What follows belongs to an exercise in optimizing a design on an open flow for small area and a short achievable clock period; a production flow would make more cautious choices. Where RTL was checked, it was by simulation tests only, not by an equivalence proof against the original. Function not checked in run 1: the RTL went through the layout flow alone. Power and IR drop assume default switching activity.

<file path="design.v">
module simd_addsub(
input  [15:0] a,
input  [15:0] b,
input  [1:0]  w,
input         sub,
output [15:0] s
);
wire [15:0] y = sub ? ~b : b;
wire p1 = (w != 2'd0);
wire p2 = (w == 2'd2);
wire [20:0] fx = {a[15:12], p1 | sub, a[11:8], p2 | sub, a[7:4], p1 | sub, a[3:0], sub};
wire [20:0] fy = {y[15:12], ~p1 & sub, y[11:8], ~p2 & sub, y[7:4], ~p1 & sub, y[3:0], sub};
wire [20:0] fs = fx + fy;
assign s = {fs[19:16], fs[14:11], fs[9:6], fs[4:1]};
endmodule
module simd_booth_enc(
  input  [15:0] b,
  input         m4, m8, m16,
  output [7:0]  one, two, neg
);
  wire nm4 = ~m4, nm8 = ~m8, nm16 = ~m16;
  assign one[0] = b[0];
  assign two[0] = b[1] & ~b[0];
  assign neg[0] = b[1];
  wire bm1 = b[1];
  assign one[1] = b[2] ^ bm1;
  assign two[1] = (b[3] & ~b[2] & ~bm1) | (~b[3] & b[2] & bm1);
  assign neg[1] = b[3];
  wire bm2 = (b[3] & nm4);
  assign one[2] = b[4] ^ bm2;
  assign two[2] = (b[5] & ~b[4] & ~bm2) | (~b[5] & b[4] & bm2);
  assign neg[2] = b[5];
  wire bm3 = b[5];
  assign one[3] = b[6] ^ bm3;
  assign two[3] = (b[7] & ~b[6] & ~bm3) | (~b[7] & b[6] & bm3);
  assign neg[3] = b[7];
  wire bm4 = (b[7] & m16);
  assign one[4] = b[8] ^ bm4;
  assign two[4] = (b[9] & ~b[8] & ~bm4) | (~b[9] & b[8] & bm4);
  assign neg[4] = b[9];
  wire bm5 = b[9];
  assign one[5] = b[10] ^ bm5;
  assign two[5] = (b[11] & ~b[10] & ~bm5) | (~b[11] & b[10] & bm5);
  assign neg[5] = b[11];
  wire bm6 = (b[11] & nm4);
  assign one[6] = b[12] ^ bm6;
  assign two[6] = (b[13] & ~b[12] & ~bm6) | (~b[13] & b[12] & bm6);
  assign neg[6] = b[13];
  wire bm7 = b[13];
  assign one[7] = b[14] ^ bm7;
  assign two[7] = (b[15] & ~b[14] & ~bm7) | (~b[15] & b[14] & bm7);
  assign neg[7] = b[15];
endmodule
module simd_mul(
  input  [15:0] a,
  input  [7:0]  one, two, neg,
  input  [31:0] x,
  input         en,
  input         m4, m8, m16,
  output [31:0] p
);
  wire nm4 = ~m4, nm8 = ~m8, nm16 = ~m16;
  wire t0 = (one[0] & a[0]) ^ neg[0];
  wire t1 = ((one[0] & a[1]) | (two[0] & a[0])) ^ neg[0];
  wire t2 = ((one[0] & a[2]) | (two[0] & a[1])) ^ neg[0];
  wire t3 = ((one[0] & a[3]) | (two[0] & a[2])) ^ neg[0];
  wire t4 = (m4 & (en & ~(((one[0] | two[0]) & a[3]) ^ neg[0]))) | (nm4 & (((one[0] & a[4]) | (two[0] & a[3])) ^ neg[0]));
  wire t5 = one[0] & nm4;
  wire t6 = two[0] & nm4;
  wire t7 = neg[0] & nm4;
  wire t8 = ((t5 & a[5]) | (t6 & a[4])) ^ t7;
  wire t9 = ((t5 & a[6]) | (t6 & a[5])) ^ t7;
  wire t10 = ((t5 & a[7]) | (t6 & a[6])) ^ t7;
  wire t11 = (m8 & (en & ~(((one[0] | two[0]) & a[7]) ^ neg[0]))) | (m16 & (((one[0] & a[8]) | (two[0] & a[7])) ^ neg[0]));
  wire t12 = one[0] & m16;
  wire t13 = two[0] & m16;
  wire t14 = neg[0] & m16;
  wire t15 = ((t12 & a[9]) | (t13 & a[8])) ^ t14;
  wire t16 = ((t12 & a[10]) | (t13 & a[9])) ^ t14;
  wire t17 = ((t12 & a[11]) | (t13 & a[10])) ^ t14;
  wire t18 = ((t12 & a[12]) | (t13 & a[11])) ^ t14;
  wire t19 = ((t12 & a[13]) | (t13 & a[12])) ^ t14;
  wire t20 = ((t12 & a[14]) | (t13 & a[13])) ^ t14;
  wire t21 = ((t12 & a[15]) | (t13 & a[14])) ^ t14;
  wire t22 = m16 & en & ~(((t12 | t13) & a[15]) ^ t14);
  wire t23 = (one[1] & a[0]) ^ neg[1];
  wire t24 = ((one[1] & a[1]) | (two[1] & a[0])) ^ neg[1];
  wire t25 = ((one[1] & a[2]) | (two[1] & a[1])) ^ neg[1];
  wire t26 = ((one[1] & a[3]) | (two[1] & a[2])) ^ neg[1];
  wire t27 = (m4 & (en & ~(((one[1] | two[1]) & a[3]) ^ neg[1]))) | (nm4 & (((one[1] & a[4]) | (two[1] & a[3])) ^ neg[1]));
  wire t28 = one[1] & nm4;
  wire t29 = two[1] & nm4;
  wire t30 = neg[1] & nm4;
  wire t31 = ((t28 & a[5]) | (t29 & a[4])) ^ t30;
  wire t32 = ((t28 & a[6]) | (t29 & a[5])) ^ t30;
  wire t33 = ((t28 & a[7]) | (t29 & a[6])) ^ t30;
  wire t34 = (m8 & (en & ~(((one[1] | two[1]) & a[7]) ^ neg[1]))) | (m16 & (((one[1] & a[8]) | (two[1] & a[7])) ^ neg[1]));
  wire t35 = one[1] & m16;
  wire t36 = two[1] & m16;
  wire t37 = neg[1] & m16;
  wire t38 = ((t35 & a[9]) | (t36 & a[8])) ^ t37;
  wire t39 = ((t35 & a[10]) | (t36 & a[9])) ^ t37;
  wire t40 = ((t35 & a[11]) | (t36 & a[10])) ^ t37;
  wire t41 = ((t35 & a[12]) | (t36 & a[11])) ^ t37;
  wire t42 = ((t35 & a[13]) | (t36 & a[12])) ^ t37;
  wire t43 = ((t35 & a[14]) | (t36 & a[13])) ^ t37;
  wire t44 = ((t35 & a[15]) | (t36 & a[14])) ^ t37;
  wire t45 = m16 & en & ~(((t35 | t36) & a[15]) ^ t37);
  wire t46 = one[2] & nm4;
  wire t47 = two[2] & nm4;
  wire t48 = neg[2] & nm4;
  wire t49 = (t46 & a[0]) ^ t48;
  wire t50 = ((t46 & a[1]) | (t47 & a[0])) ^ t48;
  wire t51 = ((t46 & a[2]) | (t47 & a[1])) ^ t48;
  wire t52 = ((t46 & a[3]) | (t47 & a[2])) ^ t48;
  wire t53 = (m4 & ((one[2] & a[4]) ^ neg[2])) | (nm4 & (((one[2] & a[4]) | (two[2] & a[3])) ^ neg[2]));
  wire t54 = ((one[2] & a[5]) | (two[2] & a[4])) ^ neg[2];
  wire t55 = ((one[2] & a[6]) | (two[2] & a[5])) ^ neg[2];
  wire t56 = ((one[2] & a[7]) | (two[2] & a[6])) ^ neg[2];
  wire t57 = (nm16 & (en & ~(((one[2] | two[2]) & a[7]) ^ neg[2]))) | (m16 & (((one[2] & a[8]) | (two[2] & a[7])) ^ neg[2]));
  wire t58 = one[2] & m16;
  wire t59 = two[2] & m16;
  wire t60 = neg[2] & m16;
  wire t61 = ((t58 & a[9]) | (t59 & a[8])) ^ t60;
  wire t62 = ((t58 & a[10]) | (t59 & a[9])) ^ t60;
  wire t63 = ((t58 & a[11]) | (t59 & a[10])) ^ t60;
  wire t64 = ((t58 & a[12]) | (t59 & a[11])) ^ t60;
  wire t65 = ((t58 & a[13]) | (t59 & a[12])) ^ t60;
  wire t66 = ((t58 & a[14]) | (t59 & a[13])) ^ t60;
  wire t67 = ((t58 & a[15]) | (t59 & a[14])) ^ t60;
  wire t68 = m16 & en & ~(((t58 | t59) & a[15]) ^ t60);
  wire t69 = one[3] & nm4;
  wire t70 = two[3] & nm4;
  wire t71 = neg[3] & nm4;
  wire t72 = (t69 & a[0]) ^ t71;
  wire t73 = ((t69 & a[1]) | (t70 & a[0])) ^ t71;
  wire t74 = ((t69 & a[2]) | (t70 & a[1])) ^ t71;
  wire t75 = ((t69 & a[3]) | (t70 & a[2])) ^ t71;
  wire t76 = (m4 & ((one[3] & a[4]) ^ neg[3])) | (nm4 & (((one[3] & a[4]) | (two[3] & a[3])) ^ neg[3]));
  wire t77 = ((one[3] & a[5]) | (two[3] & a[4])) ^ neg[3];
  wire t78 = ((one[3] & a[6]) | (two[3] & a[5])) ^ neg[3];
  wire t79 = ((one[3] & a[7]) | (two[3] & a[6])) ^ neg[3];
  wire t80 = (nm16 & (en & ~(((one[3] | two[3]) & a[7]) ^ neg[3]))) | (m16 & (((one[3] & a[8]) | (two[3] & a[7])) ^ neg[3]));
  wire t81 = one[3] & m16;
  wire t82 = two[3] & m16;
  wire t83 = neg[3] & m16;
  wire t84 = ((t81 & a[9]) | (t82 & a[8])) ^ t83;
  wire t85 = ((t81 & a[10]) | (t82 & a[9])) ^ t83;
  wire t86 = ((t81 & a[11]) | (t82 & a[10])) ^ t83;
  wire t87 = ((t81 & a[12]) | (t82 & a[11])) ^ t83;
  wire t88 = ((t81 & a[13]) | (t82 & a[12])) ^ t83;
  wire t89 = ((t81 & a[14]) | (t82 & a[13])) ^ t83;
  wire t90 = ((t81 & a[15]) | (t82 & a[14])) ^ t83;
  wire t91 = m16 & en & ~(((t81 | t82) & a[15]) ^ t83);
  wire t92 = one[4] & m16;
  wire t93 = two[4] & m16;
  wire t94 = neg[4] & m16;
  wire t95 = (t92 & a[0]) ^ t94;
  wire t96 = ((t92 & a[1]) | (t93 & a[0])) ^ t94;
  wire t97 = ((t92 & a[2]) | (t93 & a[1])) ^ t94;
  wire t98 = ((t92 & a[3]) | (t93 & a[2])) ^ t94;
  wire t99 = ((t92 & a[4]) | (t93 & a[3])) ^ t94;
  wire t100 = ((t92 & a[5]) | (t93 & a[4])) ^ t94;
  wire t101 = ((t92 & a[6]) | (t93 & a[5])) ^ t94;
  wire t102 = ((t92 & a[7]) | (t93 & a[6])) ^ t94;
  wire t103 = (nm16 & ((one[4] & a[8]) ^ neg[4])) | (m16 & (((one[4] & a[8]) | (two[4] & a[7])) ^ neg[4]));
  wire t104 = ((one[4] & a[9]) | (two[4] & a[8])) ^ neg[4];
  wire t105 = ((one[4] & a[10]) | (two[4] & a[9])) ^ neg[4];
  wire t106 = ((one[4] & a[11]) | (two[4] & a[10])) ^ neg[4];
  wire t107 = (m4 & (en & ~(((one[4] | two[4]) & a[11]) ^ neg[4]))) | (nm4 & (((one[4] & a[12]) | (two[4] & a[11])) ^ neg[4]));
  wire t108 = one[4] & nm4;
  wire t109 = two[4] & nm4;
  wire t110 = neg[4] & nm4;
  wire t111 = ((t108 & a[13]) | (t109 & a[12])) ^ t110;
  wire t112 = ((t108 & a[14]) | (t109 & a[13])) ^ t110;
  wire t113 = ((t108 & a[15]) | (t109 & a[14])) ^ t110;
  wire t114 = nm4 & en & ~(((t108 | t109) & a[15]) ^ t110);
  wire t115 = one[5] & m16;
  wire t116 = two[5] & m16;
  wire t117 = neg[5] & m16;
  wire t118 = (t115 & a[0]) ^ t117;
  wire t119 = ((t115 & a[1]) | (t116 & a[0])) ^ t117;
  wire t120 = ((t115 & a[2]) | (t116 & a[1])) ^ t117;
  wire t121 = ((t115 & a[3]) | (t116 & a[2])) ^ t117;
  wire t122 = ((t115 & a[4]) | (t116 & a[3])) ^ t117;
  wire t123 = ((t115 & a[5]) | (t116 & a[4])) ^ t117;
  wire t124 = ((t115 & a[6]) | (t116 & a[5])) ^ t117;
  wire t125 = ((t115 & a[7]) | (t116 & a[6])) ^ t117;
  wire t126 = (nm16 & ((one[5] & a[8]) ^ neg[5])) | (m16 & (((one[5] & a[8]) | (two[5] & a[7])) ^ neg[5]));
  wire t127 = ((one[5] & a[9]) | (two[5] & a[8])) ^ neg[5];
  wire t128 = ((one[5] & a[10]) | (two[5] & a[9])) ^ neg[5];
  wire t129 = ((one[5] & a[11]) | (two[5] & a[10])) ^ neg[5];
  wire t130 = (m4 & (en & ~(((one[5] | two[5]) & a[11]) ^ neg[5]))) | (nm4 & (((one[5] & a[12]) | (two[5] & a[11])) ^ neg[5]));
  wire t131 = one[5] & nm4;
  wire t132 = two[5] & nm4;
  wire t133 = neg[5] & nm4;
  wire t134 = ((t131 & a[13]) | (t132 & a[12])) ^ t133;
  wire t135 = ((t131 & a[14]) | (t132 & a[13])) ^ t133;
  wire t136 = ((t131 & a[15]) | (t132 & a[14])) ^ t133;
  wire t137 = nm4 & en & ~(((t131 | t132) & a[15]) ^ t133);
  wire t138 = one[6] & m16;
  wire t139 = two[6] & m16;
  wire t140 = neg[6] & m16;
  wire t141 = (t138 & a[0]) ^ t140;
  wire t142 = ((t138 & a[1]) | (t139 & a[0])) ^ t140;
  wire t143 = ((t138 & a[2]) | (t139 & a[1])) ^ t140;
  wire t144 = ((t138 & a[3]) | (t139 & a[2])) ^ t140;
  wire t145 = ((t138 & a[4]) | (t139 & a[3])) ^ t140;
  wire t146 = ((t138 & a[5]) | (t139 & a[4])) ^ t140;
  wire t147 = ((t138 & a[6]) | (t139 & a[5])) ^ t140;
  wire t148 = ((t138 & a[7]) | (t139 & a[6])) ^ t140;
  wire t149 = (m8 & ((one[6] & a[8]) ^ neg[6])) | (m16 & (((one[6] & a[8]) | (two[6] & a[7])) ^ neg[6]));
  wire t150 = one[6] & nm4;
  wire t151 = two[6] & nm4;
  wire t152 = neg[6] & nm4;
  wire t153 = ((t150 & a[9]) | (t151 & a[8])) ^ t152;
  wire t154 = ((t150 & a[10]) | (t151 & a[9])) ^ t152;
  wire t155 = ((t150 & a[11]) | (t151 & a[10])) ^ t152;
  wire t156 = (m4 & ((one[6] & a[12]) ^ neg[6])) | (nm4 & (((one[6] & a[12]) | (two[6] & a[11])) ^ neg[6]));
  wire t157 = ((one[6] & a[13]) | (two[6] & a[12])) ^ neg[6];
  wire t158 = ((one[6] & a[14]) | (two[6] & a[13])) ^ neg[6];
  wire t159 = ((one[6] & a[15]) | (two[6] & a[14])) ^ neg[6];
  wire t160 = en & ~(((one[6] | two[6]) & a[15]) ^ neg[6]);
  wire t161 = one[7] & m16;
  wire t162 = two[7] & m16;
  wire t163 = neg[7] & m16;
  wire t164 = (t161 & a[0]) ^ t163;
  wire t165 = ((t161 & a[1]) | (t162 & a[0])) ^ t163;
  wire t166 = ((t161 & a[2]) | (t162 & a[1])) ^ t163;
  wire t167 = ((t161 & a[3]) | (t162 & a[2])) ^ t163;
  wire t168 = ((t161 & a[4]) | (t162 & a[3])) ^ t163;
  wire t169 = ((t161 & a[5]) | (t162 & a[4])) ^ t163;
  wire t170 = ((t161 & a[6]) | (t162 & a[5])) ^ t163;
  wire t171 = ((t161 & a[7]) | (t162 & a[6])) ^ t163;
  wire t172 = (m8 & ((one[7] & a[8]) ^ neg[7])) | (m16 & (((one[7] & a[8]) | (two[7] & a[7])) ^ neg[7]));
  wire t173 = one[7] & nm4;
  wire t174 = two[7] & nm4;
  wire t175 = neg[7] & nm4;
  wire t176 = ((t173 & a[9]) | (t174 & a[8])) ^ t175;
  wire t177 = ((t173 & a[10]) | (t174 & a[9])) ^ t175;
  wire t178 = ((t173 & a[11]) | (t174 & a[10])) ^ t175;
  wire t179 = (m4 & ((one[7] & a[12]) ^ neg[7])) | (nm4 & (((one[7] & a[12]) | (two[7] & a[11])) ^ neg[7]));
  wire t180 = ((one[7] & a[13]) | (two[7] & a[12])) ^ neg[7];
  wire t181 = ((one[7] & a[14]) | (two[7] & a[13])) ^ neg[7];
  wire t182 = ((one[7] & a[15]) | (two[7] & a[14])) ^ neg[7];
  wire t183 = en & ~(((one[7] | two[7]) & a[15]) ^ neg[7]);
  wire t184 = (m4 & neg[0]) | (m8 & neg[0]) | (m16 & neg[0]);
  wire t185 = (m4 & neg[1]) | (m8 & neg[1]) | (m16 & neg[1]);
  wire t186 = (m8 & neg[2]) | (m16 & neg[2]);
  wire t187 = (m8 & neg[3]) | (m16 & neg[3]);
  wire t188 = (m4 & neg[2]) | (m16 & neg[4]);
  wire t189 = (m4 & neg[3]) | (m16 & neg[5]);
  wire t190 = (m16 & neg[6]);
  wire t191 = (m16 & neg[7]);
  wire t192 = (m4 & neg[4]) | (m8 & neg[4]);
  wire t193 = (m4 & neg[5]) | (m8 & neg[5]);
  wire t194 = (m8 & neg[6]);
  wire t195 = (m8 & neg[7]);
  wire t196 = (m4 & neg[6]);
  wire t197 = (m4 & neg[7]);
  wire t198 = x[0] ^ t184;
  wire t199 = x[0] & t184;
  wire t200 = x[1] ^ t1;
  wire t201 = x[1] & t1;
  wire fs202, fc202;
  assign {fc202, fs202} = {1'b0, x[2]} + {1'b0, t185} + {1'b0, t2};
  wire t203 = t23 ^ t201;
  wire t204 = t23 & t201;
  wire fs205, fc205;
  assign {fc205, fs205} = {1'b0, x[3]} + {1'b0, t3} + {1'b0, t24};
  wire t206 = fc202 ^ t204;
  wire t207 = fc202 & t204;
  wire fs208, fc208;
  assign {fc208, fs208} = {1'b0, x[4]} + {1'b0, t186} + {1'b0, t25};
  wire fs209, fc209;
  assign {fc209, fs209} = {1'b0, t49} + {1'b0, t4} + {1'b0, fc205};
  wire t210 = fs208 ^ t207;
  wire t211 = fs208 & t207;
  wire fs212, fc212;
  assign {fc212, fs212} = {1'b0, x[5]} + {1'b0, t8} + {1'b0, t26};
  wire fs213, fc213;
  assign {fc213, fs213} = {1'b0, t50} + {1'b0, fc208} + {1'b0, fs212};
  wire t214 = fc209 ^ t211;
  wire t215 = fc209 & t211;
  wire fs216, fc216;
  assign {fc216, fs216} = {1'b0, x[6]} + {1'b0, t187} + {1'b0, t9};
  wire fs217, fc217;
  assign {fc217, fs217} = {1'b0, t51} + {1'b0, t72} + {1'b0, t27};
  wire fs218, fc218;
  assign {fc218, fs218} = {1'b0, fc212} + {1'b0, fs216} + {1'b0, fs217};
  wire t219 = fc213 ^ t215;
  wire t220 = fc213 & t215;
  wire fs221, fc221;
  assign {fc221, fs221} = {1'b0, x[7]} + {1'b0, t10} + {1'b0, t31};
  wire t222 = fc221 & nm4;
  wire fs223, fc223;
  assign {fc223, fs223} = {1'b0, t52} + {1'b0, t73} + {1'b0, fc216};
  wire t224 = fc223 & nm4;
  wire fs225, fc225;
  assign {fc225, fs225} = {1'b0, fs221} + {1'b0, fc217} + {1'b0, fs223};
  wire t226 = fc225 & nm4;
  wire t227 = fc218 ^ t220;
  wire t228 = fc218 & t220;
  wire t229 = t228 & nm4;
  wire fs230, fc230;
  assign {fc230, fs230} = {1'b0, x[8]} + {1'b0, t188} + {1'b0, t32};
  wire fs231, fc231;
  assign {fc231, fs231} = {1'b0, t74} + {1'b0, t95} + {1'b0, t11};
  wire fs232, fc232;
  assign {fc232, fs232} = {1'b0, t53} + {1'b0, fs230} + {1'b0, t222};
  wire fs233, fc233;
  assign {fc233, fs233} = {1'b0, fs231} + {1'b0, t224} + {1'b0, fs232};
  wire t234 = t226 ^ fs233;
  wire t235 = t226 & fs233;
  wire fs236, fc236;
  assign {fc236, fs236} = {1'b0, x[9]} + {1'b0, t15} + {1'b0, t33};
  wire fs237, fc237;
  assign {fc237, fs237} = {1'b0, t54} + {1'b0, t75} + {1'b0, t96};
  wire fs238, fc238;
  assign {fc238, fs238} = {1'b0, fc230} + {1'b0, fs236} + {1'b0, fs237};
  wire fs239, fc239;
  assign {fc239, fs239} = {1'b0, fc231} + {1'b0, fs238} + {1'b0, fc232};
  wire t240 = fc233 ^ fs239;
  wire t241 = fc233 & fs239;
  wire fs242, fc242;
  assign {fc242, fs242} = {1'b0, x[10]} + {1'b0, t189} + {1'b0, t16};
  wire fs243, fc243;
  assign {fc243, fs243} = {1'b0, t55} + {1'b0, t97} + {1'b0, t118};
  wire fs244, fc244;
  assign {fc244, fs244} = {1'b0, t34} + {1'b0, t76} + {1'b0, fc236};
  wire fs245, fc245;
  assign {fc245, fs245} = {1'b0, fc237} + {1'b0, fs242} + {1'b0, fs243};
  wire fs246, fc246;
  assign {fc246, fs246} = {1'b0, fc238} + {1'b0, fs244} + {1'b0, fs245};
  wire t247 = fs246 ^ fc239;
  wire t248 = fs246 & fc239;
  wire fs249, fc249;
  assign {fc249, fs249} = {1'b0, x[11]} + {1'b0, t17} + {1'b0, t38};
  wire fs250, fc250;
  assign {fc250, fs250} = {1'b0, t56} + {1'b0, t77} + {1'b0, t98};
  wire fs251, fc251;
  assign {fc251, fs251} = {1'b0, t119} + {1'b0, fc242} + {1'b0, fc243};
  wire fs252, fc252;
  assign {fc252, fs252} = {1'b0, fs249} + {1'b0, fs250} + {1'b0, fc244};
  wire fs253, fc253;
  assign {fc253, fs253} = {1'b0, fc245} + {1'b0, fs251} + {1'b0, fc246};
  wire t254 = fs252 ^ t248;
  wire t255 = fs252 & t248;
  wire fs256, fc256;
  assign {fc256, fs256} = {1'b0, x[12]} + {1'b0, t190} + {1'b0, t18};
  wire fs257, fc257;
  assign {fc257, fs257} = {1'b0, t39} + {1'b0, t78} + {1'b0, t99};
  wire fs258, fc258;
  assign {fc258, fs258} = {1'b0, t120} + {1'b0, t141} + {1'b0, t57};
  wire fs259, fc259;
  assign {fc259, fs259} = {1'b0, fc249} + {1'b0, fc250} + {1'b0, fs256};
  wire fs260, fc260;
  assign {fc260, fs260} = {1'b0, fs257} + {1'b0, fs258} + {1'b0, fc251};
  wire fs261, fc261;
  assign {fc261, fs261} = {1'b0, fs259} + {1'b0, fc252} + {1'b0, fs260};
  wire t262 = fc253 ^ fs261;
  wire t263 = fc253 & fs261;
  wire fs264, fc264;
  assign {fc264, fs264} = {1'b0, x[13]} + {1'b0, t19} + {1'b0, t40};
  wire fs265, fc265;
  assign {fc265, fs265} = {1'b0, t61} + {1'b0, t79} + {1'b0, t100};
  wire fs266, fc266;
  assign {fc266, fs266} = {1'b0, t121} + {1'b0, t142} + {1'b0, fc256};
  wire fs267, fc267;
  assign {fc267, fs267} = {1'b0, fc257} + {1'b0, fs264} + {1'b0, fs265};
  wire fs268, fc268;
  assign {fc268, fs268} = {1'b0, fc258} + {1'b0, fc259} + {1'b0, fs266};
  wire fs269, fc269;
  assign {fc269, fs269} = {1'b0, fs267} + {1'b0, fc260} + {1'b0, fs268};
  wire t270 = fc261 ^ fs269;
  wire t271 = fc261 & fs269;
  wire fs272, fc272;
  assign {fc272, fs272} = {1'b0, x[14]} + {1'b0, t191} + {1'b0, t20};
  wire fs273, fc273;
  assign {fc273, fs273} = {1'b0, t41} + {1'b0, t62} + {1'b0, t101};
  wire fs274, fc274;
  assign {fc274, fs274} = {1'b0, t122} + {1'b0, t143} + {1'b0, t164};
  wire fs275, fc275;
  assign {fc275, fs275} = {1'b0, t80} + {1'b0, fc264} + {1'b0, fc265};
  wire fs276, fc276;
  assign {fc276, fs276} = {1'b0, fs272} + {1'b0, fs273} + {1'b0, fs274};
  wire fs277, fc277;
  assign {fc277, fs277} = {1'b0, fc266} + {1'b0, fc267} + {1'b0, fs275};
  wire fs278, fc278;
  assign {fc278, fs278} = {1'b0, fs276} + {1'b0, fc268} + {1'b0, fs277};
  wire t279 = fc269 ^ fs278;
  wire t280 = fc269 & fs278;
  wire fs281, fc281;
  assign {fc281, fs281} = {1'b0, x[15]} + {1'b0, t21} + {1'b0, t42};
  wire t282 = fc281 & m16;
  wire fs283, fc283;
  assign {fc283, fs283} = {1'b0, t63} + {1'b0, t84} + {1'b0, t102};
  wire t284 = fc283 & m16;
  wire fs285, fc285;
  assign {fc285, fs285} = {1'b0, t123} + {1'b0, t144} + {1'b0, t165};
  wire t286 = fc285 & m16;
  wire fs287, fc287;
  assign {fc287, fs287} = {1'b0, fc272} + {1'b0, fc273} + {1'b0, fc274};
  wire t288 = fc287 & m16;
  wire fs289, fc289;
  assign {fc289, fs289} = {1'b0, fs281} + {1'b0, fs283} + {1'b0, fs285};
  wire t290 = fc289 & m16;
  wire fs291, fc291;
  assign {fc291, fs291} = {1'b0, fc275} + {1'b0, fc276} + {1'b0, fs287};
  wire t292 = fc291 & m16;
  wire fs293, fc293;
  assign {fc293, fs293} = {1'b0, fs289} + {1'b0, fc277} + {1'b0, fs291};
  wire t294 = fc293 & m16;
  wire t295 = fc278 ^ fs293;
  wire t296 = fc278 & fs293;
  wire t297 = t296 & m16;
  wire fs298, fc298;
  assign {fc298, fs298} = {1'b0, x[16]} + {1'b0, t192} + {1'b0, t22};
  wire fs299, fc299;
  assign {fc299, fs299} = {1'b0, t43} + {1'b0, t64} + {1'b0, t85};
  wire fs300, fc300;
  assign {fc300, fs300} = {1'b0, t124} + {1'b0, t145} + {1'b0, t166};
  wire fs301, fc301;
  assign {fc301, fs301} = {1'b0, t103} + {1'b0, fs298} + {1'b0, fs299};
  wire fs302, fc302;
  assign {fc302, fs302} = {1'b0, fs300} + {1'b0, t282} + {1'b0, t284};
  wire fs303, fc303;
  assign {fc303, fs303} = {1'b0, t286} + {1'b0, fs301} + {1'b0, t288};
  wire fs304, fc304;
  assign {fc304, fs304} = {1'b0, t290} + {1'b0, fs302} + {1'b0, t292};
  wire fs305, fc305;
  assign {fc305, fs305} = {1'b0, fs303} + {1'b0, t294} + {1'b0, fs304};
  wire fs306, fc306;
  assign {fc306, fs306} = {1'b0, x[17]} + {1'b0, t44} + {1'b0, t65};
  wire fs307, fc307;
  assign {fc307, fs307} = {1'b0, t86} + {1'b0, t104} + {1'b0, t125};
  wire fs308, fc308;
  assign {fc308, fs308} = {1'b0, t146} + {1'b0, t167} + {1'b0, fc298};
  wire fs309, fc309;
  assign {fc309, fs309} = {1'b0, fc299} + {1'b0, fc300} + {1'b0, fs306};
  wire fs310, fc310;
  assign {fc310, fs310} = {1'b0, fs307} + {1'b0, fc301} + {1'b0, fs308};
  wire fs311, fc311;
  assign {fc311, fs311} = {1'b0, fs309} + {1'b0, fc302} + {1'b0, fs310};
  wire fs312, fc312;
  assign {fc312, fs312} = {1'b0, fc303} + {1'b0, fs311} + {1'b0, fc304};
  wire fs313, fc313;
  assign {fc313, fs313} = {1'b0, x[18]} + {1'b0, t193} + {1'b0, t45};
  wire fs314, fc314;
  assign {fc314, fs314} = {1'b0, t66} + {1'b0, t87} + {1'b0, t105};
  wire fs315, fc315;
  assign {fc315, fs315} = {1'b0, t147} + {1'b0, t168} + {1'b0, t126};
  wire fs316, fc316;
  assign {fc316, fs316} = {1'b0, fc306} + {1'b0, fc307} + {1'b0, fs313};
  wire fs317, fc317;
  assign {fc317, fs317} = {1'b0, fs314} + {1'b0, fs315} + {1'b0, fc308};
  wire fs318, fc318;
  assign {fc318, fs318} = {1'b0, fc309} + {1'b0, fs316} + {1'b0, fc310};
  wire fs319, fc319;
  assign {fc319, fs319} = {1'b0, fs317} + {1'b0, fc311} + {1'b0, fs318};
  wire fs320, fc320;
  assign {fc320, fs320} = {1'b0, x[19]} + {1'b0, t67} + {1'b0, t88};
  wire fs321, fc321;
  assign {fc321, fs321} = {1'b0, t106} + {1'b0, t127} + {1'b0, t148};
  wire fs322, fc322;
  assign {fc322, fs322} = {1'b0, t169} + {1'b0, fc313} + {1'b0, fc314};
  wire fs323, fc323;
  assign {fc323, fs323} = {1'b0, fs320} + {1'b0, fs321} + {1'b0, fc315};
  wire fs324, fc324;
  assign {fc324, fs324} = {1'b0, fc316} + {1'b0, fs322} + {1'b0, fs323};
  wire fs325, fc325;
  assign {fc325, fs325} = {1'b0, fc317} + {1'b0, fs324} + {1'b0, fc318};
  wire fs326, fc326;
  assign {fc326, fs326} = {1'b0, x[20]} + {1'b0, t194} + {1'b0, t68};
  wire fs327, fc327;
  assign {fc327, fs327} = {1'b0, t89} + {1'b0, t128} + {1'b0, t170};
  wire fs328, fc328;
  assign {fc328, fs328} = {1'b0, t107} + {1'b0, t149} + {1'b0, fc320};
  wire fs329, fc329;
  assign {fc329, fs329} = {1'b0, fc321} + {1'b0, fs326} + {1'b0, fs327};
  wire fs330, fc330;
  assign {fc330, fs330} = {1'b0, fc322} + {1'b0, fs328} + {1'b0, fs329};
  wire fs331, fc331;
  assign {fc331, fs331} = {1'b0, fc323} + {1'b0, fs330} + {1'b0, fc324};
  wire fs332, fc332;
  assign {fc332, fs332} = {1'b0, x[21]} + {1'b0, t90} + {1'b0, t111};
  wire fs333, fc333;
  assign {fc333, fs333} = {1'b0, t129} + {1'b0, t153} + {1'b0, t171};
  wire fs334, fc334;
  assign {fc334, fs334} = {1'b0, fc326} + {1'b0, fc327} + {1'b0, fs332};
  wire fs335, fc335;
  assign {fc335, fs335} = {1'b0, fs333} + {1'b0, fc328} + {1'b0, fc329};
  wire fs336, fc336;
  assign {fc336, fs336} = {1'b0, fs334} + {1'b0, fc330} + {1'b0, fs335};
  wire fs337, fc337;
  assign {fc337, fs337} = {1'b0, x[22]} + {1'b0, t195} + {1'b0, t91};
  wire fs338, fc338;
  assign {fc338, fs338} = {1'b0, t112} + {1'b0, t154} + {1'b0, t130};
  wire fs339, fc339;
  assign {fc339, fs339} = {1'b0, t172} + {1'b0, fc332} + {1'b0, fc333};
  wire fs340, fc340;
  assign {fc340, fs340} = {1'b0, fs337} + {1'b0, fs338} + {1'b0, fc334};
  wire fs341, fc341;
  assign {fc341, fs341} = {1'b0, fs339} + {1'b0, fc335} + {1'b0, fs340};
  wire fs342, fc342;
  assign {fc342, fs342} = {1'b0, x[23]} + {1'b0, t113} + {1'b0, t134};
  wire t343 = fc342 & nm4;
  wire fs344, fc344;
  assign {fc344, fs344} = {1'b0, t155} + {1'b0, t176} + {1'b0, fc337};
  wire t345 = fc344 & nm4;
  wire fs346, fc346;
  assign {fc346, fs346} = {1'b0, fs342} + {1'b0, fc338} + {1'b0, fc339};
  wire t347 = fc346 & nm4;
  wire fs348, fc348;
  assign {fc348, fs348} = {1'b0, fs344} + {1'b0, fc340} + {1'b0, fs346};
  wire t349 = fc348 & nm4;
  wire fs350, fc350;
  assign {fc350, fs350} = {1'b0, x[24]} + {1'b0, t196} + {1'b0, t114};
  wire fs351, fc351;
  assign {fc351, fs351} = {1'b0, t135} + {1'b0, t177} + {1'b0, t156};
  wire fs352, fc352;
  assign {fc352, fs352} = {1'b0, fs350} + {1'b0, t343} + {1'b0, fs351};
  wire fs353, fc353;
  assign {fc353, fs353} = {1'b0, t345} + {1'b0, fs352} + {1'b0, t347};
  wire fs354, fc354;
  assign {fc354, fs354} = {1'b0, x[25]} + {1'b0, t136} + {1'b0, t157};
  wire fs355, fc355;
  assign {fc355, fs355} = {1'b0, t178} + {1'b0, fc350} + {1'b0, fs354};
  wire fs356, fc356;
  assign {fc356, fs356} = {1'b0, fc351} + {1'b0, fs355} + {1'b0, fc352};
  wire fs357, fc357;
  assign {fc357, fs357} = {1'b0, x[26]} + {1'b0, t197} + {1'b0, t137};
  wire fs358, fc358;
  assign {fc358, fs358} = {1'b0, t158} + {1'b0, t179} + {1'b0, fc354};
  wire fs359, fc359;
  assign {fc359, fs359} = {1'b0, fs357} + {1'b0, fc355} + {1'b0, fs358};
  wire fs360, fc360;
  assign {fc360, fs360} = {1'b0, x[27]} + {1'b0, t159} + {1'b0, t180};
  wire fs361, fc361;
  assign {fc361, fs361} = {1'b0, fc357} + {1'b0, fs360} + {1'b0, fc358};
  wire fs362, fc362;
  assign {fc362, fs362} = {1'b0, x[28]} + {1'b0, t160} + {1'b0, t181};
  wire t363 = fc360 ^ fs362;
  wire t364 = fc360 & fs362;
  wire fs365, fc365;
  assign {fc365, fs365} = {1'b0, x[29]} + {1'b0, t182} + {1'b0, fc362};
  wire t366 = x[30] ^ t183;
  wire t367 = x[30] & t183;
  wire [34:0] fx = {x[31], fc365, t364, fc361, fc359, fc356, fc353, t349, nm4, fc341, fc336, fc331, fc325, fc319, fc312, fc305, t297, m16, t280, t271, t263, t255, fs253, t241, t235, t229, nm4, fs225, fs218, fs213, fs209, fs205, fs202, t199, t0};
  wire [34:0] fy = {t367, t366, fs365, t363, fs361, fs359, fs356, fs353, 1'b0, fs348, fs341, fs336, fs331, fs325, fs319, fs312, fs305, 1'b0, t295, t279, t270, t262, t254, t247, t240, t234, 1'b0, t227, t219, t214, t210, t206, t203, t200, t198};
  wire [34:0] fs = fx + fy;
  assign p = {fs[34:27], fs[25:18], fs[16:9], fs[7:0]};
endmodule
module simd_shift(
input  [15:0] d,
input  [1:0]  w,
input         right,
input         arith,
output [15:0] q
);
wire s4 = (w == 2'd0);
wire s16 = (w == 2'd2);
wire [15:0] tops = {1'b1, 3'b0, s4, 3'b0, ~s16, 3'b0, s4, 3'b0};
wire [15:0] bots = {3'b0, s4, 3'b0, ~s16, 3'b0, s4, 3'b0, 1'b1};
wire [15:0] rsh = ({1'b0, d[15:1]} & ~tops) | (d & tops & {16{arith}});
wire [15:0] lsh = {d[14:0], 1'b0} & ~bots;
assign q = right ? rsh : lsh;
endmodule
module SIMD(
input [11:0] instruction,
input clk,
input rst,
output [31:0] outputvalue
);
reg  [11:0] cmd;             
reg  rst_d;                  
reg  [255:0] rf;             
reg  [15:0] ra;              
reg  [7:0]  e_one, e_two, e_neg;    
reg  [31:0] e_x;             
reg  e_mul, e_m4, e_m8, e_m16;
reg  [3:0] e_dst;
reg  [15:0] res_l, res_h, out_l, out_h;
wire [3:0] op = cmd[11:8];
wire [1:0] w  = cmd[7:6];
wire [1:0] fc = cmd[5:4];
wire [1:0] fb = cmd[3:2];
wire [1:0] fa = cmd[1:0];
wire is_logic = (op[3:2] == 2'b10);
wire nop = rst | rst_d;
wire mul = ~nop & (op[3:1] == 3'd1);
wire [3:0] addr_a = is_logic ? {fb, fa} : {w, fa};
wire [15:0] bank0 = rf[16*{w,2'd0} +: 16];
wire [15:0] bank1 = rf[16*{w,2'd1} +: 16];
wire [15:0] bank2 = rf[16*{w,2'd2} +: 16];
wire [15:0] bank3 = rf[16*{w,2'd3} +: 16];
wire [15:0] rd_a = rf[16*addr_a +: 16];
wire [15:0] rd_b = fb[1] ? (fb[0] ? bank3 : bank2) : (fb[0] ? bank1 : bank0);
wire [15:0] rd_c = fc[1] ? (fc[0] ? bank3 : bank2) : (fc[0] ? bank1 : bank0);
wire [15:0] as_out;
simd_addsub as(.a(rd_a), .b(rd_b), .w(w), .sub(op == 4'd1), .s(as_out));
wire [15:0] sh_out;
simd_shift sh(.d(rd_a), .w(w), .right(fb[0]), .arith(op == 4'd6), .q(sh_out));
wire [15:0] pre = ({16{~nop & (op[3:1] == 3'd0)}} & as_out)
                | ({16{~nop & ((op == 4'd4) | (op == 4'd6))}} & sh_out)
                | ({16{~nop & (op == 4'd8)}}  & (rd_a & rd_c))
                | ({16{~nop & (op == 4'd9)}}  & (rd_a | rd_c))
                | ({16{~nop & (op == 4'd10)}} & (rd_a ^ rd_c))
                | ({16{~nop & (op == 4'd11)}} & ~rd_a);
wire m4 = (w == 2'd0), m8 = (w == 2'd1), m16 = w[1];
wire [7:0] one, two, neg;
simd_booth_enc be(.b(rd_b), .m4(m4), .m8(m8), .m16(m16), .one(one), .two(two), .neg(neg));
wire [3:0] par4 = {^rd_b[15:12], ^rd_b[11:8], ^rd_b[7:4], ^rd_b[3:0]};
wire [1:0] par8 = {par4[3] ^ par4[2], par4[1] ^ par4[0]};
wire par16 = par8[1] ^ par8[0];
wire [3:0] q;
assign q[0] = ~(rd_a[3] & par4[0]);
assign q[1] = m4 ? ~(rd_a[7] & par4[1]) : ~(rd_a[7] & par8[0]);
assign q[2] = ~(rd_a[11] & par4[2]);
assign q[3] = m4 ? ~(rd_a[15] & par4[3]) : m8 ? ~(rd_a[15] & par8[1]) : ~(rd_a[15] & par16);
wire [15:0] c = (op == 4'd3) ? rd_c : 16'd0;
wire [31:0] x4 = {q[3], 1'b0, 1'b1, ~c[15], c[15:12], q[2], 1'b0, 1'b1, ~c[11], c[11:8],
                  q[1], 1'b0, 1'b1, ~c[7],  c[7:4],   q[0], 1'b0, 1'b1, ~c[3],  c[3:0]};
wire [31:0] x8 = {q[3], 1'b0, 1'b1, 1'b0, 1'b1, 1'b0, 1'b1, ~c[15], c[15:8],
                  q[1], 1'b0, 1'b1, 1'b0, 1'b1, 1'b0, 1'b1, ~c[7],  c[7:0]};
wire [31:0] x16 = {q[3], 1'b0, 1'b1, 1'b0, 1'b1, 1'b0, 1'b1, 1'b0, 1'b1, 1'b0, 1'b1,
                   1'b0, 1'b1, 1'b0, 1'b1, ~c[15], c[15:0]};
wire [31:0] x = ~mul ? {16'd0, pre} : m4 ? x4 : m8 ? x8 : x16;
always @(posedge clk) begin
  ra <= rd_a;
  e_one <= one & {8{mul}};
  e_two <= two & {8{mul}};
  e_neg <= neg & {8{mul}};
  e_x <= x;
  e_mul <= mul;
  e_m4 <= m4;
  e_m8 <= m8;
  e_m16 <= m16;
  e_dst <= nop ? 4'd0 : {w, fc};
  rst_d <= rst;
  cmd <= instruction;
end
wire [31:0] prod;
simd_mul mu(.a(ra), .one(e_one), .two(e_two), .neg(e_neg), .x(e_x), .en(e_mul),
            .m4(e_m4), .m8(e_m8), .m16(e_m16), .p(prod));
wire [15:0] res = prod[15:0];
wire [15:0] wd0 = res & ~{16{rst}};
wire [15:0] wd1 = res | {16{rst}};
integer i;
always @(posedge clk) begin
  res_l <= res;
  res_h <= prod[31:16];
  out_l <= res_l;
  out_h <= res_h;
  for (i = 0; i < 16; i = i + 1)
    if (rst | (e_dst == i))
      rf[16*i +: 16] <= (wd1 & rf_init(i)) | (wd0 & ~rf_init(i));
end
function [15:0] rf_init(input integer r);
  case (r)
    1:  rf_init = 16'b0001_1000_1000_0100;
    2:  rf_init = 16'b1110_0110_0110_1100;
    4:  rf_init = 16'b0010_0111_0100_1100;
    5:  rf_init = 16'b1101_1000_1000_0101;
    8:  rf_init = 16'b0001_0110_0100_1010;
    9:  rf_init = 16'b1111_1010_1010_0100;
    13: rf_init = 16'b0001_1000_1000_0100;
    default: rf_init = 16'b0;
  endcase
endfunction
assign outputvalue = {out_h, out_l};
endmodule
</file>
<file path="run.sh">
#!/bin/bash
# synth_recipe.tcl (not shown) runs the flow's synth.tcl, then flattens the netlist and writes it again
# the make line also repeats each setting of config.mk as NAME=value (left out here)
make -C /OpenROAD-flow-scripts/flow DESIGN_CONFIG=/design/flow/config.mk WORK_HOME=/design/flow/orfs CLKGATE_MAP_FILE= SYNTH_SCRIPT=/design/flow/synth_recipe.tcl finish
</file>
<file path="config.mk">
export PLATFORM = sky130hd
export DESIGN_NAME = SIMD
export DESIGN_NICKNAME = SIMD
export VERILOG_FILES = /design/flow/design.v
export SDC_FILE = /design/flow/constraint.sdc
export NUM_CORES = 4
export LEC_CHECK = 0
export CAP_MARGIN = 20
export CORE_MARGIN = 2
export CORE_UTILIZATION = 40
export SETUP_SLACK_MARGIN = 5
export SLEW_MARGIN = 20
</file>
<file path="constraint.sdc">
create_clock -name core_clock -period 10.0 [get_ports {clk}]
set_input_delay 2.0000 -clock core_clock [delete_from_list [all_inputs] [get_ports {clk}]]
set_output_delay 2.0000 -clock core_clock [all_outputs]
set_load 0.01 [all_outputs]
</file>
==> flow_metrics.py, run 1 <==
metrics = {
    "power_and_ir_drop": {
        "ir_drop_uv": 139,
        "p_leak_uw": 0.0117,
        "powerDensity_mw_per_mm2": 163,
    },
    "clock_network": {
        "root_buffer": "clkbuf_16",
        "cts.sinks": 412,
        "h-tree-depth": 2,
        "max-clock-path-buffers": 3,
        "cts_tree": "built",
        "insertion_delay_ns": 0.61,
        "cts_buffers": 45,
        "clkTransAtPathRegs_ns": 0.06,
        "postCtsHoldBufs": 0,
    },
    "run_status": {
        "status": "finished clean",
    },
    "sta": {
        "tns_ns": 0,
        "rsz0062_at_grt": "yes",
        "setup-violations-final": 0,
        "holdWs_ns": 0.311,
        "timing.fmax_mhz": 187,
        "tightest_slew_ns": 1.09,
        "period_share_pct": 53.5,
        "hold_violations": 0,
        "skew_ns": 0.0525,
        "fin_crit_ns": 5.35,
        "slew_headroom_pct": 27.6,
        "drv_slew": 0,
    },
    "yosys": {
        "yosys.area_share.simple_pct": 7.00,
        "yosys.area.top_type_share_pct": 28.8,
        "synth_top_area_cell": "edfxtp_1",
        "syn-num-nets": 2453,
        "syn_inst": 2210,
        "synthMuxAreaShare_pct": 15.7,
        "synth-seq-cells": 412,
        "syn-mean-instance-area_um2": 12.1,
        "synth-main-ff-cell": "edfxtp_1",
        "yosys.area_share.adder_pct": 14.1,
        "async_flop_share_pct": 0,
        "yosysWarnings": 1,
        "synth_cell_types": 72,
        "syn_area_mm2": 0.0267,
        "synth-edff-count": 256,
        "synth_xor_area_share_pct": 6.89,
        "synthTopCellsByArea": "edfxtp_1 29%, mux4_2 14%, dfxtp_1 12%",
        "synth_top_family_by_area": "multiplexers",
        "synth-compound-area-share_pct": 10.6,
        "ys_seq_area_share_pct": 40.5,
    },
    "global_route": {
        "grt_pass1_wl_um": 122000,
        "grt_max_degree": 53,
        "grt_antenna_before_repair": 1,
        "grtUsageTotal_pct": 23.4,
        "grt_pass1_vias": 19206,
        "overflow": 0,
    },
    "die": {
        "io_pins": 46,
        "placement_rows": 94,
        "initial_core_util_pct": 40.5,
        "die_y_um": 262,
        "core_area_mm2": 0.0659,
        "die_x_um": 262,
        "die_area_mm2": 0.0688,
    },
    "detailed_routing": {
        "routedWlPerCell_um": 25.7,
        "vias_per_cell": 5.95,
        "drtAntennaViolNets": 0,
        "route.detailed.drc": 0,
        "drtPass1Iterations": 7,
        "routed_wl_um": 82400,
        "num_vias": 19042,
        "drt_iter0_drc": 2214,
    },
    "worst_hold_path": {
        "min-delay-start": "res_l[8]",
        "holdPathEnd": "out_l[8]",
        "hp-class": "flop to flop",
        "holdPathStages": 0,
    },
    "worst_setup_path": {
        "cp_data_arrival_time_ns": 5.84,
        "crit_top_cell": "buf_6",
        "crit_fanout": 6,
        "reg2reg_to": "res_h[4]",
        "rrSetupSlack_ns": 4.65,
        "reg2reg_depth": 27,
        "slowest_delay_ns": 0.53,
        "critical_path_buf_inv_count": 12,
        "worstPathRequired_ns": 10.49,
        "end_kind": "flop",
        "rr_startpoint": "e_one[0]",
        "path_delay_family": "adder cells",
        "crit_slowest_cell": "fa_2",
        "path_class": "flop to flop",
        "startpoint_type": "flop",
    },
    "layout": {
        "nFillCells": 5803,
        "layout-drive-gt1-share_pct": 26.0,
        "area_delta_synth_final_pct": 18.5,
        "nNetsFinal": 2546,
        "diodes": 0,
    },
    "job": {
        "cap_viol_max_count": 0,
    },
    "placement": {
        "port_buffers": 45,
        "place.gp.congestion": 0.926,
        "hpwl_um": 54100,
    },
}
[where the power goes]
part	switching [µW]	leakage, µW	internal [µW]
clock	714	0.000753	1020
combinational	713	0.00700	566
sequential	142	0.00393	2010
[placed cells by master (no fill, tap or decap), types with 8 or more instances in the layout]
cell type | Yosys | layout
inv_1 | 166 | 159
xor2_1 | 81 | 81
a221oi_1 | 10 | 10
a21oi_2 | 1 | 10
buf_12 | 0 | 13
edfxtp_1 | 256 | 256
nor3_1 | 8 | 8
nor2b_4 | 1 | 10
clkbuf_16 | 0 | 48
nor2b_1 | 46 | 38
a22oi_1 | 124 | 100
nand3_1 | 24 | 22
nand2b_1 | 16 | 13
mux2i_1 | 40 | 38
xnor2_1 | 129 | 124
ha_4 | 0 | 16
buf_6 | 5 | 21
a31o_2 | 13 | 13
a21oi_1 | 73 | 60
a22oi_2 | 0 | 24
dfxtp_4 | 0 | 33
a211oi_1 | 22 | 22
dfxtp_1 | 156 | 121
nand2_1 | 135 | 135
and3_1 | 9 | 8
and2_1 | 18 | 18
clkbuf_1 | 118 | 8
clkinv_1 | 2 | 9
a21o_1 | 30 | 29
ha_1 | 110 | 92
fa_2 | 0 | 19
or2_2 | 13 | 11
a31oi_1 | 14 | 13
clkdlybuf4s50_1 | 0 | 44
buf_4 | 8 | 128
nor2_1 | 108 | 101
mux4_2 | 166 | 166
fa_1 | 119 | 100
o21ai_0 | 59 | 52
[synthesized netlist by cell type, drive strengths merged (3+ instances only)]
cell and instances:
a211o 3, a211oi 22, a21o 30, a21oi 74, a221oi 10, a22o 4, a22oi 124, a2bb2oi 5
a311oi 3, a31o 13, a31oi 15, and2 18, and3 9, buf 57, clkbuf 118, dfxtp 156
edfxtp 256, fa 119, ha 110, inv 166, mux2i 41, mux4 166, nand2 135, nand2b 16
nand3 24, nand3b 3, nand4 7, nor2 108, nor2b 47, nor3 8, o211ai 4, o21a 5
o21ai 61, o21bai 6, o221ai 5, o22ai 7, o31ai 3, or2 13, or3 3, xnor2 129
xor2 81
[flip-flops by register name, indices dropped and copies added, names as in the netlist, 12 cells and up]
| signal | count |
|---|---|
| rf | 256 |
| e_x | 31 |
| out_h | 16 |
| out_l | 16 |
| ra | 16 |
| res_h | 16 |
| res_l | 16 |
| cmd | 12 |
[stage by stage]
stage	cells	total power, µW	setup slack, ns	utilization (%)	area, µm²
detailed placement	3000	3320	3.71	42.7	28100
CTS	3170	5150	4.73	47.4	31200
floorplan	2210	2930	4.76	-	27100
finish	3203	5170	4.65	48.0	31600
global route	3203	5370	4.54	48.0	31600
global placement	3000	3300	3.78	42.7	28100
[worst max-delay path by stage]
stage               slack [ns]  startpoint         to  cells past startpoint
finish                    4.65    e_one[0]   res_h[4]                     27
global route              4.54    e_one[0]   res_h[4]                     27
CTS                       4.73       ra[3]   res_h[4]                     26
detailed placement        3.71    e_one[1]    rf[204]                     17
global placement          3.78        e_m4    rf[109]                     16
floorplan                 4.76    e_two[2]  res_h[14]                     21
[layout make-up]
type	instances	area [µm²]	area share, %
Multi-Input combinational cell	1458	15300	48.5
Sequential cell	412	10900	34.6
Timing Repair Buffer	217	2060	6.52
Clock buffer	57	1240	3.94
Tap cell	864	1080	3.42
Inverter	168	636	2.01
Clock inverter	26	315	0.997
Timing Repair inverter	1	5.00	0.0158
[cell families (layout without fill, tap and decap cells)]
family,count (synthesis),after routing
flip-flops,412,412
AO/OA/AOI/OAI,409,409
AND/OR/NAND/NOR,398,401
buffers and inverters,343,469
adder cells (fa/ha/maj),229,229
XOR/XNOR,210,210
multiplexers,209,209
[per-layer routing]
layer,up-vias,GRT usage [%],routed length [µm]
met1,9663,29.9,32000
met2,955,38.9,39900
met3,214,3.43,6210
met5,-,0,0
met4,0,11.6,4330
li1,8210,-,-
[what timing repair did]
action / in CTS / in global routing
buffers inserted: 81 / 32
cloned: 6 / 1
setup endpoints to repair: 151 / 132
pin swaps: 64 / 39
gates resized for setup: 198 / 39
==> run 2, diff against run 1 <==
--- a/design.v
+++ b/design.v
@@ -59,3 +59,5 @@
   input         m4, m8, m16,
-  output [31:0] p
+  output [15:0] pl,
+  output [15:0] hx, hy,
+  output        hc
 );
@@ -548,6 +550,9 @@
   wire t367 = x[30] & t183;
-  wire [34:0] fx = {x[31], fc365, t364, fc361, fc359, fc356, fc353, t349, nm4, fc341, fc336, fc331, fc325, fc319, fc312, fc305, t297, m16, t280, t271, t263, t255, fs253, t241, t235, t229, nm4, fs225, fs218, fs213, fs209, fs205, fs202, t199, t0};
-  wire [34:0] fy = {t367, t366, fs365, t363, fs361, fs359, fs356, fs353, 1'b0, fs348, fs341, fs336, fs331, fs325, fs319, fs312, fs305, 1'b0, t295, t279, t270, t262, t254, t247, t240, t234, 1'b0, t227, t219, t214, t210, t206, t203, t200, t198};
-  wire [34:0] fs = fx + fy;
-  assign p = {fs[34:27], fs[25:18], fs[16:9], fs[7:0]};
+  wire [17:0] fx = {1'b0, t280, t271, t263, t255, fs253, t241, t235, t229, nm4, fs225, fs218, fs213, fs209, fs205, fs202, t199, t0};
+  wire [17:0] fy = {1'b0, t295, t279, t270, t262, t254, t247, t240, t234, 1'b0, t227, t219, t214, t210, t206, t203, t200, t198};
+  wire [17:0] fs = fx + fy;
+  assign pl = {fs[16:9], fs[7:0]};
+  assign hc = fs[17] & m16;
+  assign hx = {x[31], fc365, t364, fc361, fc359, fc356, fc353, t349, fc341, fc336, fc331, fc325, fc319, fc312, fc305, t297};
+  assign hy = {t367, t366, fs365, t363, fs361, fs359, fs356, fs353, fs348, fs341, fs336, fs331, fs325, fs319, fs312, fs305};
 endmodule
@@ -582,3 +587,5 @@
 reg  [3:0] e_dst;
-reg  [15:0] res_l, res_h, out_l, out_h;
+reg  [15:0] res_l, out_l, out_h;
+reg  [15:0] w_hx, w_hy;      
+reg  w_hc, w_k24;            
 wire [3:0] op = cmd[11:8];
@@ -642,6 +649,7 @@
 end
-wire [31:0] prod;
+wire [15:0] res, hx, hy;
+wire hc;
 simd_mul mu(.a(ra), .one(e_one), .two(e_two), .neg(e_neg), .x(e_x), .en(e_mul),
-            .m4(e_m4), .m8(e_m8), .m16(e_m16), .p(prod));
-wire [15:0] res = prod[15:0];
+            .m4(e_m4), .m8(e_m8), .m16(e_m16), .pl(res), .hx(hx), .hy(hy), .hc(hc));
+wire [17:0] hs = {w_hx[15:8], w_k24, w_hx[7:0], w_hc} + {w_hy[15:8], 1'b0, w_hy[7:0], w_hc};
 wire [15:0] wd0 = res & ~{16{rst}};
@@ -651,5 +659,8 @@
   res_l <= res;
-  res_h <= prod[31:16];
+  w_hx <= hx;
+  w_hy <= hy;
+  w_hc <= hc;
+  w_k24 <= ~e_m4;
   out_l <= res_l;
-  out_h <= res_h;
+  out_h <= {hs[17:10], hs[8:1]};
   for (i = 0; i < 16; i = i + 1)
--- a/config.mk
+++ b/config.mk
@@ -12 +12,2 @@
 export SLEW_MARGIN = 20
+export TNS_END_PERCENT = 5
==> run 2 against run 1 <==
Clock-buffer cell count is 12 higher. Clock skew is 0.025 ns lower. Final cell count is 1.9% lower. Critical path type unchanged. Combinational power is 9% lower. Total power is 0.97% higher. Via count is 3.8% lower. Still clean.
==> flow_metrics.py, run 2 <==
metrics = {
    "run_status": {
        "status": "finished clean",
    },
    "detailed_routing": {
        "drtPass1Iterations": 5,
        "vias_per_cell": 5.83,
        "route.detailed.drc": 0,
        "routed_wl_um": 79500,
        "drtAntennaViolNets": 0,
        "num_vias": 18317,
        "routedWlPerCell_um": 25.3,
        "drt_iter0_drc": 1788,
    },
    "yosys": {
        "yosysWarnings": 1,
        "synth-edff-count": 256,
        "syn_inst": 2236,
        "syn_area_mm2": 0.0272,
        "synthTopCellsByArea": "edfxtp_1 28%, mux4_2 13%, dfxtp_1 13%",
        "synth_cell_types": 82,
        "synth-seq-cells": 429,
        "async_flop_share_pct": 0,
        "syn-mean-instance-area_um2": 12.2,
        "syn-num-nets": 2480,
        "ys_seq_area_share_pct": 41.0,
        "synth_top_cells_by_count": "256 x edfxtp_1, 173 x dfxtp_1, 162 x inv_1",
        "yosys.area.top_type_share_pct": 28.3,
        "synth-main-ff-cell": "edfxtp_1",
        "synth_top_area_cell": "edfxtp_1",
        "yosysMostFrequentCell": "edfxtp_1",
    },
    "layout": {
        "diodes": 0,
        "design_area_mm2": 0.0304,
        "mostFrequentLayoutCell": "edfxtp_1",
        "reg_top3": "rf x256, e_x x31",
        "regMostFlops": "rf",
        "layout-drive-gt1-share_pct": 18.0,
        "largest_reg_flops": 256,
        "nNetsFinal": 2472,
        "final_cell_mix": "256 x edfxtp_1, 162 x inv_1, 161 x mux4_2",
        "area_delta_synth_final_pct": 11.9,
    },
    "die": {
        "io_pins": 46,
        "core_area_mm2": 0.0672,
        "die_area_mm2": 0.0700,
        "die_x_um": 265,
        "die_y_um": 265,
        "initial_core_util_pct": 40.5,
        "placement_rows": 95,
    },
    "placement": {
        "post_dp_cell_area_mm2": 0.0284,
        "pre_cts_ws_ns": 4.07,
        "hpwl_um": 55800,
        "place.gp.congestion": 0.969,
        "port_buffers": 45,
    },
    "clock_network": {
        "cts_buffers": 49,
        "cts_tree": "built",
        "root_buffer": "clkbuf_16",
        "max-clock-path-buffers": 3,
        "h-tree-depth": 2,
        "cts.sinks": 429,
        "insertion_delay_ns": 0.62,
        "clkTransAtPathRegs_ns": 0.06,
    },
    "worst_setup_path": {
        "worstPathRequired_ns": 10.43,
        "reg2reg_to": "rf[222]",
        "rr_startpoint": "e_one[5]",
        "end_kind": "flop",
        "rrSetupSlack_ns": 4.99,
        "path_class": "flop to flop",
        "reg2reg_depth": 17,
        "cp_data_arrival_time_ns": 5.43,
        "startpoint_type": "flop",
        "crit_fanout": 18,
    },
    "sta": {
        "drv_slew": 0,
        "skew_ns": 0.0271,
        "fin_crit_ns": 5.01,
        "rsz0062_at_grt": "yes",
        "period_share_pct": 50.1,
        "setup-violations-final": 0,
        "hold_violations": 0,
        "tightest_slew_ns": 1.20,
        "timing.fmax_mhz": 200,
        "setup_slack_ns": 4.99,
        "slew_headroom_pct": 19.7,
        "tns_ns": 0,
    },
    "power_and_ir_drop": {
        "fin_total_pwr_uw": 5220,
        "ir_drop_uv": 135,
        "p_leak_uw": 0.0113,
        "powerDensity_mw_per_mm2": 172,
    },
    "worst_hold_path": {
        "holdPathStages": 0,
        "min-delay-start": "res_l[11]",
        "hp-class": "flop to flop",
        "holdPathEnd": "out_l[11]",
    },
    "global_route": {
        "grt_pass1_wl_um": 120000,
        "grt_max_degree": 88,
        "grt_pass1_vias": 18819,
        "overflow": 0,
        "grt_antenna_before_repair": 1,
        "grtUsageTotal_pct": 22.8,
    },
    "job": {
        "cap_viol_max_count": 0,
    },
}
[run 2: worst max-delay path by stage]
stage               to      from  cells after the start  slack, ns
6_report       rf[222]  e_one[5]                     17       4.99
5_1_grt        rf[252]     ra[8]                     16       4.85
4_1_cts        rf[236]     ra[9]                     15       4.89
3_5_place_dp   rf[125]  e_two[2]                     15       4.07
3_3_place_gp   rf[109]  e_two[2]                     15       4.37
2_1_floorplan  rf[109]     ra[0]                     18       4.97
[run 2: power by group]
| part | switching [µW] | total (µW) | internal, µW |
|---|---|---|---|
| clock network | 753 | 1830 | 1070 |
| registers | 154 | 2230 | 2070 |
| logic | 674 | 1170 | 493 |
| total | 1580 | 5220 | 3640 |
[run 2: critical path, cell delays in order (launching register included)]
cell	delay [ns]
dfxtp_1	0.35
buf_12	0.17
nand2_1	0.08
xnor2_1	0.14
nand2_1	0.09
fa_1	0.46
fa_1	0.44
fa_1	0.48
fa_1	0.56
inv_1	0.05
ha_1	0.28
ha_1	0.34
nand2_1	0.13
or2_4	0.16
nor3_4	0.05
o41a_1	0.48
a31oi_4	0.26
nor2b_4	0.30
[run 2: layout make-up]
cell class                      count  area [µm²]
Multi-Input combinational cell   1463       14700
Fill cell                        5959       36800
Tap cell                          873        1090
Inverter                          174         653
Clock inverter                     22         268
Sequential cell                   429       11200
Timing Repair Buffer              111        1030
Clock buffer                       69        1380
[run 2: routing by layer]
| metal | up-vias | GRT usage (%) | routed length [µm] |
|---|---|---|---|
| met4 | 0 | 10.6 | 4030 |
| met2 | 790 | 38.8 | 39100 |
| met3 | 203 | 4.14 | 5430 |
| met1 | 9246 | 28.1 | 31000 |
| li1 | 8078 | - | - |
| met5 | - | 0 | 0 |
[run 2: cell families after synthesis]
kind of cell	after synthesis	synth area share, %
flops	429	41.0
simple gates	403	7.14
compound gates	402	10.3
buf+inv	346	5.31
fa+ha+maj	230	13.9
mux	224	15.8
xor+xnor	202	6.51
[run 2: repair_timing]
item	4_1_cts	5_1_grt
resized for setup	41	37
hold buffers	0	0
cloned	2	0
endpoints found under the hold margin	0	0
buffers inserted	2	2
endpoints found under the setup margin	127	126
pin swaps	1	3
[run 2: per-stage QoR]
step / hold WS (ns) / cells / utilization (%)
after floorplan: 0.310 / 2236 / -
after global placement: 0.311 / 3044 / 42.3
after detailed placement: 0.312 / 3044 / 42.3
after CTS: 0.324 / 3139 / 45.0
after global routing: 0.326 / 3141 / 45.3
final: 0.324 / 3141 / 45.3
==> run 3, diff against run 2 <==
--- a/config.mk
+++ b/config.mk
@@ -9,5 +9,4 @@
 export CORE_MARGIN = 2
-export CORE_UTILIZATION = 40
+export CORE_UTILIZATION = 60
 export SETUP_SLACK_MARGIN = 5
 export SLEW_MARGIN = 20
-export TNS_END_PERCENT = 5
==> run 3 against run 2 <==
Still clean. Clock power fell by 7%. Sequential cell count is the same. First-iteration DRC count grew 12%. Via count grew 1.5%. Die area decreased by 33%. Cell area decreased by 0.65%. Largest cell class unchanged. Largest power group unchanged.
==> flow_metrics.py, run 3 <==
metrics = {
    "layout": {
        "reg_top3": "rf x256, e_x x31",
        "final_cells": 2867,
        "nNetsFinal": 2482,
        "area_delta_synth_final_pct": 11.1,
        "diodes": 0,
        "final_cell_mix": "256 x edfxtp_1, 162 x inv_1, 161 x mux4_2",
        "layout-drive-gt1-share_pct": 19.5,
        "regMostFlops": "rf",
        "mostFrequentLayoutCell": "edfxtp_1",
        "largest_reg_flops": 256,
        "nFillCells": 3230,
    },
    "sta": {
        "tightest_slew_ns": 1.16,
        "rsz0062_at_grt": "no",
        "skew_ns": 0.0258,
        "timing.fmax_mhz": 205,
        "tns_ns": 0,
        "period_share_pct": 48.9,
        "slew_headroom_pct": 21.7,
        "setup-violations-final": 0,
        "fin_crit_ns": 4.89,
        "holdWs_ns": 0.326,
        "setup_slack_ns": 5.11,
        "drv_slew": 0,
        "hold_violations": 0,
    },
    "placement": {
        "placed_cells": 2759,
        "pre_cts_ws_ns": 3.96,
        "hpwl_um": 54300,
        "port_buffers": 45,
        "place.gp.congestion": 0.992,
    },
    "clock_network": {
        "h-tree-depth": 2,
        "cts_tree": "built",
        "postCtsHoldBufs": 0,
        "clkTransAtPathRegs_ns": 0.06,
        "cts.sinks": 429,
        "cts_buffers": 45,
        "insertion_delay_ns": 0.61,
        "root_buffer": "clkbuf_16",
        "max-clock-path-buffers": 3,
    },
    "global_route": {
        "grt_antenna_before_repair": 2,
        "overflow": 0,
        "grtUsageTotal_pct": 33.5,
        "grt_pass1_wl_um": 116000,
        "grt_pass1_vias": 18446,
        "grt_max_degree": 54,
    },
    "job": {
        "cap_viol_max_count": 0,
    },
    "worst_setup_path": {
        "crit_cells": 16,
        "path_class": "flop to flop",
        "reg2reg_depth": 16,
        "worstPathRequired_ns": 10.45,
        "crit_top_cell": "fa_1",
        "path_delay_family": "adder cells",
        "cp_data_arrival_time_ns": 5.34,
        "slowest_delay_ns": 0.55,
        "crit_fanout": 16,
        "startpoint_type": "flop",
        "crit_slowest_cell": "fa_1",
        "path_cells": "a22oi_1 -> xnor2_1 -> nand2_1 -> fa_1 -> fa_1 -> fa_1 -> inv_1 -> fa_1 -> ha_1 -> ha_4 -> nor2_1 -> nor2_1 -> nor2_1 -> or3_4 -> a21oi_4 -> buf_12",
        "critical_path_buf_inv_count": 2,
        "end_kind": "flop",
    },
    "die": {
        "core_area_mm2": 0.0444,
        "placement_rows": 77,
        "io_pins": 46,
        "die_y_um": 217,
        "die_area_mm2": 0.0470,
        "die_x_um": 217,
        "initial_core_util_pct": 61.2,
    },
    "yosys": {
        "yosysMostFrequentCell": "edfxtp_1",
        "syn-num-nets": 2480,
        "ys_seq_area_share_pct": 41.0,
        "synth_cell_types": 82,
        "syn_inst": 2236,
        "synth-seq-cells": 429,
        "yosys.area.top_type_share_pct": 28.3,
        "synthTopCellsByArea": "edfxtp_1 28%, mux4_2 13%, dfxtp_1 13%",
        "yosysWarnings": 1,
        "synth_top_area_cell": "edfxtp_1",
        "syn_area_mm2": 0.0272,
        "synth_top_cells_by_count": "256 x edfxtp_1, 173 x dfxtp_1, 162 x inv_1",
        "syn-mean-instance-area_um2": 12.2,
        "synth-edff-count": 256,
        "async_flop_share_pct": 0,
        "synth-main-ff-cell": "edfxtp_1",
    },
    "power_and_ir_drop": {
        "fin_total_pwr_uw": 5100,
        "powerDensity_mw_per_mm2": 169,
        "ir_drop_uv": 213,
        "p_leak_uw": 0.0113,
    },
    "detailed_routing": {
        "vias_per_cell": 6.48,
        "drtPass1Iterations": 8,
        "route.detailed.drc": 0,
        "routedWlPerCell_um": 27.3,
        "drt_iter0_drc": 2004,
        "drtAntennaViolNets": 0,
        "num_vias": 18588,
        "routed_wl_um": 78200,
    },
    "worst_hold_path": {
        "holdPathStages": 0,
        "hp-class": "flop to flop",
    },
    "run_status": {
        "status": "finished clean",
    },
}
-- run 3: cell count changes in the layout (fill, tap and decap cells not counted), moves of 5 or more --
cell	change
a22oi_1	-5
a22oi_2	+5
buf_6	+7
clkbuf_1	-5
dfxtp_4	+6
ha_1	-5
-- run 3: layout make-up --
cell class	instances	area (µm²)	share of cell area, %
multi-input cells	1463	14800	49.2
flip-flops and latches	429	11300	37.3
clock inverters	26	304	1.01
clock buffers	58	1220	4.04
repair buffers	125	1160	3.85
well taps	592	741	2.45
inverters	174	661	2.19
-- run 3: kinds of logic (layout without fill, tap and decap cells) --
logic type / after synthesis / count (layout) / synth area share, %
buf+inv: 346 / 383 / 5.31
mux: 224 / 224 / 15.8
simple gates: 403 / 405 / 7.14
fa+ha+maj: 230 / 230 / 13.9
compound gates: 402 / 402 / 10.3
flops: 429 / 429 / 41.0
xor+xnor: 202 / 202 / 6.51
-- run 3: per-stage QoR --
step | instance area [µm²] | util (%)
3_5_place_dp | 28000 | 63.1
6_report | 30200 | 68.0
2_1_floorplan | 27200 | -
4_1_cts | 29700 | 66.9
3_3_place_gp | 28000 | 63.1
5_1_grt | 30200 | 68.0
-- run 3: worst paths after layout --
| path | startpoint | endpoint | slack [ns] |
|---|---|---|---|
| hold reg to reg | res_l[4] | out_l[4] | 0.33 |
| setup reg to reg | ra[12] | rf[63] | 5.11 |
| setup / recovery | ra[12] | rf[63] | 5.11 |
| hold / removal | res_l[4] | out_l[4] | 0.33 |
-- run 3: repair_timing --
item | CTS | global route
gates cloned | 1 | 1
gates resized for setup | 47 | 66
pin swaps | 2 | 3
buffers inserted | 1 | 20
setup endpoints to repair | 133 | 107
-- run 3: worst register-to-register path, cell delays in order, from the launching register on --
cell	delay [ns]
dfxtp_4	0.42
a22oi_1	0.25
xnor2_1	0.15
nand2_1	0.09
fa_1	0.45
fa_1	0.54
fa_1	0.55
inv_1	0.06
fa_1	0.49
ha_1	0.36
ha_4	0.32
nor2_1	0.05
nor2_1	0.16
nor2_1	0.11
or3_4	0.41
a21oi_4	0.19
buf_12	0.16
-- run 3: layer usage --
| metal | global-route usage (%) | wire length (µm) | vias up |
|---|---|---|---|
| met3 | 6.97 | 7240 | 192 |
| met2 | 54.4 | 37400 | 1014 |
| met1 | 43.8 | 29700 | 9279 |
| met5 | 0 | 0 | - |
| li1 | - | - | 8103 |
| met4 | 14.8 | 3860 | 0 |
-- run 3: power by group --
part	total [µW]	internal, µW	switching [µW]
clock	1700	981	720
combinational	1170	501	670
sequential	2230	2070	156
total	5100	3550	1550

[afterwards: timing with drivers on the ports]
The results above use ideal ports. As a check the final layouts listed here were re-extracted and re-timed, cells and wires unchanged.
Step 1 sets driving cells, clkbuf_16 on the clock port and buf_2 on the other inputs (assumed; they add their load-dependent delay and slew).
Step 2 adds t to the input delays and takes it off the output delays; t is the mean of the earliest and latest rising clock arrival at the registers after step 1. Input paths then give back, and output paths get back, about the clock's delay inside the block.
Slacks: ideal ports / drivers / drivers and shift; pairs: ideal ports / drivers.
| run | t (ns) | slack for setup (ns) | latest minus earliest clock arrival (ns) | pins driven straight from the clock port |
|---|---|---|---|---|
| run 1 | 0.652 | 4.651 / 4.651 / 4.651 | 0.053 / 0.052 | 1 |
| run 2 | 0.668 | 4.992 / 4.992 / 4.931 | 0.028 / 0.028 | 1 |
| run 3 | 0.655 | 5.113 / 5.113 / 5.113 | 0.025 / 0.025 | 1 |
After both steps every run listed still meets setup and hold. The setup slack of run 2, which loses most, moves by 0.000 ns with the drivers and by -0.061 ns with both steps.
